Context: an optimization exercise on an open-source flow, tuned for small area, a short achievable clock period and few clock cycles. The choices shown serve that exercise and are no tape-out recipe.
Function was checked by simulation only, so behaviour that the tests miss may differ from the original.
Power and IR drop assume default switching activity.

Design mips_cpu, start of the top module:
module mips_cpu (
  input         clk,
  input         reset,
  output [31:0] imem_addr,
  input  [31:0] imem_rdata,
  output [31:0] dmem_addr,
  output [31:0] dmem_wdata,
  output        dmem_we,
  output        dmem_re,
  input  [31:0] dmem_rdata
);
For scale: about 6,800 cells after synthesis, about 160 I/O pins, about 81,000 um^2 of cells after synthesis.
clock: 11.5 ns
lec_check: 0
cap_margin: 20
core_margin: 2
core_utilization: 40
cts_cluster_diameter: 100
cts_cluster_size: 30
slew_margin: 20
synth_hierarchical: 1
standard.sh (not shown) runs the stock make flow with config.mk's settings and CLKGATE_MAP_FILE= SYNTH_SCRIPT=/design/flow/synth_recipe.tcl, a recipe that flattens the netlist after the stock synthesis.
==> flow/flow/run.sh <==
#!/bin/bash
# The standard layout (the standard.sh: standard synthesis, floorplan,
# placement, CTS, routing) with two changes:
# - the buffers that placement puts on every input and output port are
#   buf_4 cells (the platform's MIN_BUF_CELL_AND_PORTS) rather than the
#   default choice;
# - repair_timing works to a setup margin of 8.0 ns, so that it improves
#   paths that already meet the clock period (the SDC is unchanged).
set -euo pipefail
export BUFFER_PORTS_ARGS="-buffer_cell sky130_fd_sc_hd__buf_4"
export SETUP_SLACK_MARGIN=8.0
bash standard.sh > standard_flow.log 2>&1
The first run ran to the end with no violations.
Testbench counts at the start, summed over its fixed seeds: cycles 63,824.
Rerun with:
--- a/flow/config.mk
+++ b/flow/config.mk
@@ -9,6 +9,4 @@
 export CORE_MARGIN = 2
 export CORE_UTILIZATION = 40
-export CTS_CLUSTER_DIAMETER = 100
-export CTS_CLUSTER_SIZE = 30
 export SLEW_MARGIN = 20
 export SYNTH_HIERARCHICAL = 1
Worst setup slack is worse by 0.046 ns.
Via count is higher by 1.3%.
Die area does not change.

mips_cpu, a different RTL version from the one above (not shown whole).
Size in the first run: roughly 6,900 cells after synthesis, ~160 I/O pins, roughly 0.081 sq mm of cells after synthesis.
==> flow/design.v (excerpt) <==
module mips_cpu (
  input         clk,
  input         reset,
  output [31:0] imem_addr,
  input  [31:0] imem_rdata,
  output [31:0] dmem_addr,
  output [31:0] dmem_wdata,
  output        dmem_we,
  output        dmem_re,
  input  [31:0] dmem_rdata
);
==> flow/config.mk <==
export PLATFORM = sky130hd
export DESIGN_NAME = mips_cpu
export DESIGN_NICKNAME = mips_cpu
export VERILOG_FILES = /design/flow/design.v
export SDC_FILE = /design/flow/constraint.sdc
export NUM_CORES = 4
export LEC_CHECK = 0
export CAP_MARGIN = 20
export CORE_MARGIN = 2
export CORE_UTILIZATION = 60
export CTS_CLUSTER_DIAMETER = 80
export CTS_CLUSTER_SIZE = 24
export SLEW_MARGIN = 20
export SYNTH_HIERARCHICAL = 1
==> flow/constraint.sdc <==
create_clock -name core_clock -period 11.5 [get_ports {clk}]
set_input_delay 2.3000 -clock core_clock [delete_from_list [all_inputs] [get_ports {clk}]]
set_output_delay 2.3000 -clock core_clock [all_outputs]
set_load 0.01 [all_outputs]
Scripts as last shown in full above: flow/flow/run.sh
The baseline finished clean.
Testbench counts at the start, summed over its fixed seeds: cycles 64,223.
==> next run, changes <==
Settings changed: CORE_UTILIZATION 60 to 40, CTS_CLUSTER_DIAMETER 80 to unset, CTS_CLUSTER_SIZE 24 to unset.
What happened:
- cell area increases by a few percent
- non-clock buffer count increases by 47
- clock skew decreases by 14 ps
- combinational power decreases slightly
- register-to-register slack improved by 70 ps
- sequential power is about the same
- cell count increases by roughly a tenth
==> next run, changes <==
--- a/flow/flow/run.sh
+++ b/flow/flow/run.sh
@@ -6,3 +6,3 @@
 #   default choice;
-# - repair_timing works to a setup margin of 8.0 ns, so that it improves
+# - repair_timing works to a setup margin of 7.85 ns, so that it improves
 #   paths that already meet the clock period (the SDC is unchanged).
@@ -10,3 +10,3 @@
 export BUFFER_PORTS_ARGS="-buffer_cell sky130_fd_sc_hd__buf_4"
-export SETUP_SLACK_MARGIN=8.0
+export SETUP_SLACK_MARGIN=7.85
 bash standard.sh > standard_flow.log 2>&1
Settings changed: CORE_UTILIZATION 40 to 60, CTS_CLUSTER_DIAMETER set to 80, CTS_CLUSTER_SIZE set to 24.
After rerunning:
- The new run went through all stages and came out clean
- worst setup slack is worse by 59 ps
- cell area came out lower by a little under a tenth
- total power falls by about a fifth
- synthesized area stays the same
- routed wire length fell by a few percent
- die area drops by a quarter to a third
- sequential share of layout area came out higher by 3.3 points
- critical path depth increases by 8

## re-timing with driven ports
The flow's constraints put no driver on any port. The routed layouts listed below were extracted and timed again, unchanged, in two steps. Step 1 sets driving cells, clkbuf_16 on the clock port and buf_2 on the other inputs (assumed; they add their load-dependent delay and slew). Step 2 moves the port delays by t, midway between the first and last clock arrival at a register: inputs arrive t later, outputs are due t later. That takes back most of the time a late clock gives input paths. a / b / c = no drivers / after step 1 / after step 2; a / b = the first two.
run | t (ns) | setup WS [ns] | worst setup path at the end | worst data-port slew with drivers (ns)
the first run of note 1 | 0.810 | 7.878 / 7.800 / 7.358 | input to register | 0.10
the second run of note 1 | 0.904 | 7.833 / 7.744 / 7.122 | input to register | 0.10
the first run of note 2 | 0.827 | 7.918 / 7.850 / 7.124 | input to register | 0.09
the second run of note 2 | 0.897 | 7.797 / 7.717 / 7.163 | input to register | 0.11
the third run of note 2 | 0.820 | 7.738 / 7.738 / 7.025 | input to register | 0.11
After both steps setup and hold are still met in every run listed. The setup slack of the first run of note 2, which loses most, moves by -0.068 ns with the drivers and by -0.794 ns with both steps.
